Background: an optimization exercise with open tools, aiming at small area and a short achievable clock period. Do not read the settings as production practice. Only simulation tests tie the RTL to the original design; equivalence was not proved. Power is estimated from default activity; no workload was simulated.

== v41 ==
Design nord10_arith, start of the top module:
module nord10_arith (
	input		clk,
	input [15:0]	AA,
	input [15:0]	BB,
	input [31:0]	MIR,
	input [3:0]	S,
	input		ARM,
	input [2:0]	SL,
	input [3:0]	LEV,
	input		AAKL,
	input		BAKL,
	input		ACKL,
	input		BCKL,
	input		SHKL,
	input [1:0]	ASHS,
	input [1:0]	BSHS,
	input		SKL,
	input		STSRD,
	input		WSHC,
	input		SHCKL,
	output [15:0]	ASUM,
	output [15:0]	BSUM,
	output		ACR16,
	output		BCR16,
	output		AZERO,
	output		BZERO,
	output [15:0]	IB_STS,
	output [7:0]	STS,
	output		TERM,
	output [5:0]	SHC,
	output		ACR0,
	output		BCR0,
	output		ASHX,
	output		ASHM,
	output		BSHX,
	output		BSHM,
	output		ASH0,
	output		ASH15,
	output		BSH0,
	output		BSH15,
	output		BSH6,
	output		AC0,
	output		AC15,
	output		BC0,
	output		BC15
);
Size in the first run: roughly 1100 cells after synthesis.
Settings: LEC_CHECK=0, CAP_MARGIN=20, CORE_MARGIN=2, CORE_UTILIZATION=40, PLACE_DENSITY=0.6, SLEW_MARGIN=20; clock period 16.0 ns.
run.sh (not shown) runs the stock make flow with config.mk's settings and CLKGATE_MAP_FILE= SYNTH_SCRIPT=/design/flow/synth_recipe.tcl, a recipe that flattens the netlist after the stock synthesis.
#### Input delta (v21 over v41)
Settings: SETUP_SLACK_MARGIN newly set to 5; PLACE_DENSITY changed from 0.6 to 0.7; CORE_UTILIZATION changed from 40 to 60; CTS_BUF_LIST newly set to sky130_fd_sc_hd__clkbuf_4 sky130_fd_sc_hd__clkbuf_8.
==> flow/flow/run.sh (new file) <==
#!/bin/bash
cp standard.sh standard_sh.txt
cp config.mk config_mk.txt
export BUFFER_PORTS_ARGS="-buffer_cell sky130_fd_sc_hd__buf_1"
bash standard.sh > standard.log 2>&1
==> flow/standard.sh (new file) <==
#!/bin/bash
# synth_recipe.tcl (not shown) runs the flow's synth.tcl, then flattens the netlist and writes it again
# the make line also repeats each setting of config.mk as NAME=value (left out here)
make -C /OpenROAD-flow-scripts/flow DESIGN_CONFIG=/design/flow/config.mk WORK_HOME=/design/flow/orfs CLKGATE_MAP_FILE= SYNTH_SCRIPT=/design/flow/synth_recipe.tcl "${@:-finish}"
removed: flow/run.sh
==> comparison <==
- Initial antenna violation count (lower): v21
- v41 leaves less setup margin than v21.
- v41 → v21: register-to-register setup slack rose by 0.50 ns; met3 wirelength from detailed routing rose by 1.9 mm.
- Looking at global routing usage on met3, v21 sits 2.7 points above v41.
- Compared with v41, in v21 power shrank by about 8%, net switching component of the power grew by 0.49%.
- When the final numbers for v21 and v41 were put side by side, the detailed placement HPWL turned out to be smaller in v21.
The following lists how v37 was set up differently from v21:
==> flow/flow/run.sh <==
#!/bin/bash
# The standard layout (standard.sh, unchanged synthesis), with plain
# buf_1 cells as the port buffers instead of the default buffer choice.
export BUFFER_PORTS_ARGS="-buffer_cell sky130_fd_sc_hd__buf_1"
bash standard.sh > standard.log 2>&1
Findings:
On share of the clock period used by the worst path after layout, v37 tracks v21 almost exactly.
Per the comparison of v37 with v21, remaining max-slew budget at the tightest pin about even, share of cell area taken by multi-input logic gates closely matched the old numbers, required time at the worst-slack endpoint saw little to no change, total count of hold-check failures in the final report now sits at about the same level, summed area of non-filler cells in the final layout level.
As far as routed metal-1 wire length goes, v37 and v21 are indistinguishable; the numbers are identical.
~same total power in v37 and v21
Input-level comparison between v27 and v37:
Settings: changing CORE_UTILIZATION from 60 to 40; changing PLACE_DENSITY from 0.7 to 0.6; removing CTS_BUF_LIST (formerly sky130_fd_sc_hd__clkbuf_4 sky130_fd_sc_hd__clkbuf_8).
==> flow/run.sh (new file) <==
#!/bin/bash
# synth_recipe.tcl (not shown) runs the flow's synth.tcl, then flattens the netlist and writes it again
# the make line also repeats each setting of config.mk as NAME=value (left out here)
make -C /OpenROAD-flow-scripts/flow DESIGN_CONFIG=/design/flow/config.mk WORK_HOME=/design/flow/orfs CLKGATE_MAP_FILE= SYNTH_SCRIPT=/design/flow/synth_recipe.tcl finish
removed: flow/flow/run.sh
removed: flow/standard.sh
Results
[compare] base=v37 new=v27: total stage count of the critical path moved down, count of instances resized after the clock tree is built went up 44, wire length reported by the detailed router now sits higher, maximum frequency lost about 1.1%.
v37 reports its cell type of the slowest stage on the worst timing path as sky130_fd_sc_hd__a221o_1 while v27 reports sky130_fd_sc_hd__clkdlybuf4s50_1.
In the reports for v27 and v37, the larger met1 routing resource usage after global routing belongs to v37.
Placer congestion estimate, v27 and v37: smaller value in v27
Between v27 and v37, it is v27 whose setup slack of the critical path after layout is lower, by 0.13 ns.
Minimum period implied by the final worst setup slack for v27 is higher than for v37.
Area of the die was lower in the run labelled v37.

---

nord10_arith again, from the RTL that the note above started with.
// nord10_arith
module nord10_arith (
	input		clk,
	input [15:0]	AA,
	input [15:0]	BB,
	input [31:0]	MIR,
	input [3:0]	S,
	input		ARM,
	input [2:0]	SL,
	input [3:0]	LEV,
	input		AAKL,
	input		BAKL,
	input		ACKL,
	input		BCKL,
	input		SHKL,
	input [1:0]	ASHS,
	input [1:0]	BSHS,
	input		SKL,
	input		STSRD,
	input		WSHC,
	input		SHCKL,
	output [15:0]	ASUM,
	output [15:0]	BSUM,
	output		ACR16,
	output		BCR16,
	output		AZERO,
	output		BZERO,
	output [15:0]	IB_STS,
	output [7:0]	STS,
	output		TERM,
	output [5:0]	SHC,
	output		ACR0,
	output		BCR0,
	output		ASHX,
	output		ASHM,
	output		BSHX,
	output		BSHM,
	output		ASH0,
	output		ASH15,
	output		BSH0,
	output		BSH15,
	output		BSH6,
	output		AC0,
	output		AC15,
	output		BC0,
	output		BC15
);
	wire [1:0]	CRSEL = S[3:2];	 
	wire [15:0] SHCX = { {10{SHC[5]}}, SHC };
	wire [15:0] BH = 16'b1 << MIR[15:12];
	wire [15:0] BCOM = ({16{SL == 3'o0}} & SHCX) |
		({16{SL == 3'o2}} & BH) | ({16{SL == 3'o7}} & BB);
	status status (.clk(clk),
		.CRSEL(CRSEL), .MIR(MIR), .ACR16(ACR16), .BCR16(BCR16),
		.LEV(LEV), .BSUM7_0(BSUM[7:0]), .SKL(SKL),
		.ASH0(ASH0), .ASH15(ASH15),
		.BSH0(BSH0), .BSH6(BSH6), .STSRD(STSRD),
		.BSH15(BSH15), .BC15(BC15), .BAKL(BAKL), .WSHC(WSHC),
		.SHCKL(SHCKL),
		.TERM(TERM),
		.SHC(SHC), .ASHX(ASHX), .ASHM(ASHM), .IB_ut(IB_STS),
		.BSHM(BSHM), .BSHX(BSHX), .STS(STS), .ACR0(ACR0), .BCR0(BCR0));
	wire		BSH6_unused_a;
	arithmetic ar_b(.clk(clk),
		.C(BCR0), .AA(AA), .BCOM(BCOM), .ACKL(BCKL), .AKL(BAKL),
		.SHS(BSHS), .SHKL(SHKL), .SHM(BSHM),
		.SHX(BSHX), .SL(SL), .S(S), .M(ARM), .BC15(AC15),
		.BC0(AC0),
  ...
clock: 16.0 ns
lec_check: 0
cap_margin: 20
core_margin: 2
core_utilization: 60
cts_buf_list: sky130_fd_sc_hd__clkbuf_4 sky130_fd_sc_hd__clkbuf_8
place_density: 0.7
slew_margin: 20
standard.sh (not shown) runs the stock make flow with config.mk's settings and CLKGATE_MAP_FILE= SYNTH_SCRIPT=/design/flow/synth_recipe.tcl, a recipe that flattens the netlist after the stock synthesis.
==> flow/flow/run.sh <==
#!/bin/bash
export BUFFER_PORTS_ARGS="-buffer_cell sky130_fd_sc_hd__buf_1"
export SETUP_SLACK_MARGIN=7
bash standard.sh > standard.log 2>&1
Change:
==> flow/run.sh (new file) <==
#!/bin/bash
# synth_recipe.tcl (not shown) runs the flow's synth.tcl, then flattens the netlist and writes it again
# the make line also repeats each setting of config.mk as NAME=value (left out here)
make -C /OpenROAD-flow-scripts/flow DESIGN_CONFIG=/design/flow/config.mk WORK_HOME=/design/flow/orfs CLKGATE_MAP_FILE= SYNTH_SCRIPT=/design/flow/synth_recipe.tcl finish
Settings changed: SETUP_SLACK_MARGIN set to 5.
removed: flow/flow/run.sh
removed: flow/standard.sh
Effect:
- The changed run completed with no timing, DRC or antenna violations
- worst setup slack gets worse by 0.33 ns
- clock-buffer cell count is higher by 8
- final cell count falls by a little under a tenth

[what the ideal ports hide]
In the flow no input, the clock included, has a driving cell. The finished layouts below were timed again as built, in two steps.
Step 1 (the two cells are an assumption about what drives the block):
set clk [get_ports {clk}]
set_driving_cell -lib_cell sky130_fd_sc_hd__clkbuf_16 $clk
set_driving_cell -lib_cell sky130_fd_sc_hd__buf_2 [delete_from_list [all_inputs] $clk]
Step 2 moves the port delays by t, midway between the first and last clock arrival at a register: inputs arrive t later, outputs are due t later. That takes back most of the time a late clock gives input paths.
Three values: ideal ports, drivers, drivers and shift; two values: the first two.
run | t (ns) | setup WS [ns] | worst hold slack (ns) | latest minus earliest clock arrival (ns)
v41 | 0.598 | 3.791 / 3.766 / 3.766 | 0.599 / 0.599 / 0.599 | 0.022 / 0.022
v21 | 0.594 | 5.140 / 5.117 / 5.117 | 0.596 / 0.596 / 0.596 | 0.017 / 0.016
v37 | 0.594 | 5.140 / 5.117 / 5.117 | 0.596 / 0.596 / 0.596 | 0.017 / 0.016
v27 | 0.597 | 5.015 / 4.994 / 4.994 | 0.614 / 0.614 / 0.614 | 0.022 / 0.022
the first run of note 2 | 0.593 | 5.491 / 5.445 / 5.445 | 0.624 / 0.624 / 0.624 | 0.035 / 0.035
the second run of note 2 | 0.592 | 5.165 / 5.127 / 5.127 | 0.614 / 0.614 / 0.614 | 0.037 / 0.036
After both steps every run listed still meets setup and hold. For the first run of note 2, which loses most, drivers alone change the setup slack by -0.046 ns; drivers and shift together by -0.046 ns.
